This design comes from an exercise in tuning for small area and a short achievable clock period on the open sky130 flow, not from production work.
The RTL was checked by simulation tests, not by an equivalence proof against the original design.

== build 19 ==
## fir_bandstop
module fir_bandstop ( clk, in, out );
input  wire clk;
input  wire [15:0]in;
output wire [57:0]out;
wire [33:0] y;
wire ys;
wire [23:0] sg;
fir fir_bs_inst(
	.clk(clk),
	.in(in),
	.y(y),
	.ys(ys)
	);
genvar i;
generate
	for (i=0; i<24; i=i+1) begin: sign
		fir_sreg r ( .clk(clk), .d(ys), .q(sg[i]) );
	end
endgenerate
assign out = {sg, y};
endmodule
Size: about 3700 cells after synthesis, roughly 0.056 mm2 of cells after synthesis.
Settings: LEC_CHECK=0, CAP_MARGIN=20, CORE_MARGIN=2, CORE_UTILIZATION=50, CTS_CLUSTER_DIAMETER=60, CTS_CLUSTER_SIZE=30, SLEW_MARGIN=20, SYNTH_HIERARCHICAL=1, SYNTH_MINIMUM_KEEP_SIZE=0; clock period 12.0 ns.
standard.sh (not shown) runs the stock make flow with config.mk's settings and CLKGATE_MAP_FILE= SYNTH_SCRIPT=/design/flow/synth_recipe.tcl, a recipe that flattens the netlist after the stock synthesis.
==> flow/flow/run.sh <==
#!/bin/bash
set -euo pipefail
export BUFFER_PORTS_ARGS="-buffer_cell sky130_fd_sc_hd__buf_2"
export SETUP_SLACK_MARGIN=8.45
export CTS_ARGS="-sink_clustering_enable -repair_clock_nets -sink_clustering_size 12 -sink_clustering_max_diameter 40 -root_buf sky130_fd_sc_hd__clkbuf_16 -sink_clustering_buffer sky130_fd_sc_hd__clkbuf_4 -dont_use_dummy_load"
bash standard.sh > standard.log 2>&1
Input changes introduced in build 98 (baseline for comparison: build 19):
==> flow/flow/run.sh <==
#!/bin/bash
set -euo pipefail
export BUFFER_PORTS_ARGS="-buffer_cell sky130_fd_sc_hd__buf_2"
export SETUP_SLACK_MARGIN=8.6
export CTS_ARGS="-sink_clustering_enable -repair_clock_nets -sink_clustering_size 20 -sink_clustering_max_diameter 50 -root_buf sky130_fd_sc_hd__clkbuf_16 -sink_clustering_buffer sky130_fd_sc_hd__clkbuf_8 -dont_use_dummy_load"
bash standard.sh > standard.log 2>&1   # ORFS's own logs stay under orfs/logs/
--- a/flow/config.mk
+++ b/flow/config.mk
@@ -9,3 +9,3 @@
 export CORE_MARGIN = 2
-export CORE_UTILIZATION = 50
+export CORE_UTILIZATION = 62
 export CTS_CLUSTER_DIAMETER = 60
==> comparison <==
- Die area delta (build 98 − build 19): favourable
- From build 19 to build 98 the numbers moved as follows: first-iteration DRC count now larger.
### build 98 -> build 16
==> flow/flow/run.sh <==
#!/bin/bash
set -euo pipefail
export BUFFER_PORTS_ARGS="-buffer_cell sky130_fd_sc_hd__buf_2"
export SETUP_SLACK_MARGIN=8.45
bash standard.sh > standard.log 2>&1
--- a/flow/config.mk
+++ b/flow/config.mk
@@ -9,3 +9,3 @@
 export CORE_MARGIN = 2
-export CORE_UTILIZATION = 62
+export CORE_UTILIZATION = 50
 export CTS_CLUSTER_DIAMETER = 60
==> comparison <==
- Total global-route track usage in build 16 vs build 98: down 9.9 points
- Reported for build 16 and build 98, total grt overflow turned out identical to the last digit.
- From build 16 to build 98, count of cells along the worst hold path did not move at all.
- Going from build 98 to build 16, initial core utilization shows a reduction of 12 points; total of clock buffers placed in the layout shows a reduction of 2.
- Taking build 16 over build 98, the number of non-filler instances in the completed layout ratio works out to 1.07.
- | ratio of final minimum period to clock period | higher: build 98 |
- Build 16 vs build 98 — wire length of the first global-routing pass dropped 3.9%.
- Row multi-input gate area in the final layout: build 16 lower / build 98 higher
- Re count of TritonRoute iterations in the first routing pass: build 98 was lower than build 16.
- Each of the runs, namely build 16 and build 98, reached the end of the flow and came out clean.
- Relative to build 98, routed wire length decreased by about 5% in build 16.

* * *

build 1:
Starting RTL as in the previous note.
Design fir_bandstop, start of the top module:
module fir_bandstop ( clk, in, out );
input  wire clk;
input  wire [15:0]in;
output wire [57:0]out;
wire [33:0] y;
wire ys;
wire [23:0] sg;
fir fir_bs_inst(
	.clk(clk),
	.in(in),
	.y(y),
	.ys(ys)
	);
genvar i;
generate
	for (i=0; i<24; i=i+1) begin: sign
		fir_sreg r ( .clk(clk), .d(ys), .q(sg[i]) );
	end
endgenerate
assign out = {sg, y};
endmodule
clock: 12.0 ns
lec_check: 0
cap_margin: 20
core_margin: 2
core_utilization: 50
cts_cluster_diameter: 60
cts_cluster_size: 30
slew_margin: 20
synth_hierarchical: 1
synth_minimum_keep_size: 0
==> flow/flow/run.sh <==
#!/bin/bash
# The standard layout (the standard.sh: ORFS synthesis to final layout), with one change:
# the buffers that ORFS puts on every input and output port are sky130_fd_sc_hd__buf_2
# instead of the delay cell that buffer_ports picks by default.
set -euo pipefail
export BUFFER_PORTS_ARGS="-buffer_cell sky130_fd_sc_hd__buf_2"
export SETUP_SLACK_MARGIN=8.3
bash standard.sh > standard.log 2>&1
No stage failed in build 1, and the final checks on the layout all came back clean.
Relative to build 1, the following input files were edited for build 46:
==> flow/run.sh (new file) <==
#!/bin/bash
# synth_recipe.tcl (not shown) runs the flow's synth.tcl, then flattens the netlist and writes it again
# the make line also repeats each setting of config.mk as NAME=value (left out here)
make -C /OpenROAD-flow-scripts/flow DESIGN_CONFIG=/design/flow/config.mk WORK_HOME=/design/flow/orfs CLKGATE_MAP_FILE= SYNTH_SCRIPT=/design/flow/synth_recipe.tcl finish
removed: flow/flow/run.sh
removed: flow/standard.sh
Notes after the runs:
Build 46: flow completed, timing, DRC and antenna clean
On summed negative setup slack over all endpoints, build 46 and build 1 are neck and neck.
Relative to build 1, the largest net degree at the start of global routing of build 46 is higher by 3.8%.
diff inputs: build 46 => build 31
==> flow/flow/run.sh (new file) <==
#!/bin/bash
set -euo pipefail
export BUFFER_PORTS_ARGS="-buffer_cell sky130_fd_sc_hd__buf_2"
export SETUP_SLACK_MARGIN=8.45
export CTS_ARGS="-sink_clustering_enable -repair_clock_nets -sink_clustering_size 20 -sink_clustering_max_diameter 50 -root_buf sky130_fd_sc_hd__clkbuf_16 -sink_clustering_buffer sky130_fd_sc_hd__clkbuf_8 -dont_use_dummy_load"
bash standard.sh > standard.log 2>&1   # ORFS's own logs stay under orfs/logs/
==> flow/standard.sh (new file) <==
#!/bin/bash
# synth_recipe.tcl (not shown) runs the flow's synth.tcl, then flattens the netlist and writes it again
# the make line also repeats each setting of config.mk as NAME=value (left out here)
make -C /OpenROAD-flow-scripts/flow DESIGN_CONFIG=/design/flow/config.mk WORK_HOME=/design/flow/orfs CLKGATE_MAP_FILE= SYNTH_SCRIPT=/design/flow/synth_recipe.tcl "${@:-finish}"
removed: flow/run.sh
==> comparison <==
The total routed wirelength in build 31 was lower than what build 46 gave.
Diff build 46 -> build 31 | maximum fanout along the worst path | increase of 3
Layout overhead on the synthesized area, build 31 and build 46, higher one = build 46.
Looking at build 31 and build 46, the mean instance size in the synthesized netlist is a wash.
Build 31 ends up with a count of clock-buffer cells in the layout that is 6 higher than in build 46.
Re worst setup slack: build 46 was lower than build 31.
The higher logic depth of the worst path, buffers included came out of build 31.
| overall routing resource usage | lower: build 31 |
Cmp build 31 and build 46 / highest achievable clock rate / lower: build 46
diff inputs: build 31 => build 54
==> flow/flow/run.sh <==
#!/bin/bash
# The standard layout (the standard.sh: ORFS synthesis to final layout), with one change:
# the buffers that ORFS puts on every input and output port are sky130_fd_sc_hd__buf_2
# instead of the delay cell that buffer_ports picks by default.
set -euo pipefail
export BUFFER_PORTS_ARGS="-buffer_cell sky130_fd_sc_hd__buf_2"
bash standard.sh > standard.log 2>&1
[summary]
- Sequential cell count: build 54 vs build 31 identical
- Going from build 31 to build 54, delay contributed by the slowest stage of the critical path climbed 0.37 ns, final instance area went up about 2.2%, sequential share of layout area went down 1.2 points, non-clock buffer count -8.

==> what the ideal ports hide <==
In the flow no input, the clock included, has a driving cell. The finished layouts below were timed again as built, in two steps. Step 1: set_driving_cell puts a clkbuf_16 on clk and a buf_2 on each other input, an assumption about the parent block. Step 2, shift: input delay + t, output delay - t, t = (earliest + latest rising clock arrival at the registers) / 2. This alone moves slack from input paths to output paths. Three values: ideal, step 1, step 2; two values: the first two.
| run | shift t [ns] | setup WS [ns] | worst setup path at the end | pins driven straight from the clock port |
|---|---|---|---|---|
| build 19 | 0.769 | 8.415 / 8.337 / 8.415 | register to register | 1 |
| build 98 | 0.716 | 8.436 / 8.360 / 8.565 | register to register | 1 |
| build 16 | 0.764 | 8.459 / 8.381 / 8.465 | register to register | 1 |
| build 1 | 0.774 | 8.299 / 8.299 / 8.299 | register to register | 1 |
| build 46 | 0.772 | 8.007 / 7.928 / 8.102 | register to register | 1 |
| build 31 | 0.718 | 8.471 / 8.398 / 8.471 | register to register | 1 |
| build 54 | 0.774 | 8.099 / 8.099 / 8.099 | register to register | 1 |
After both steps every run listed still meets setup and hold.
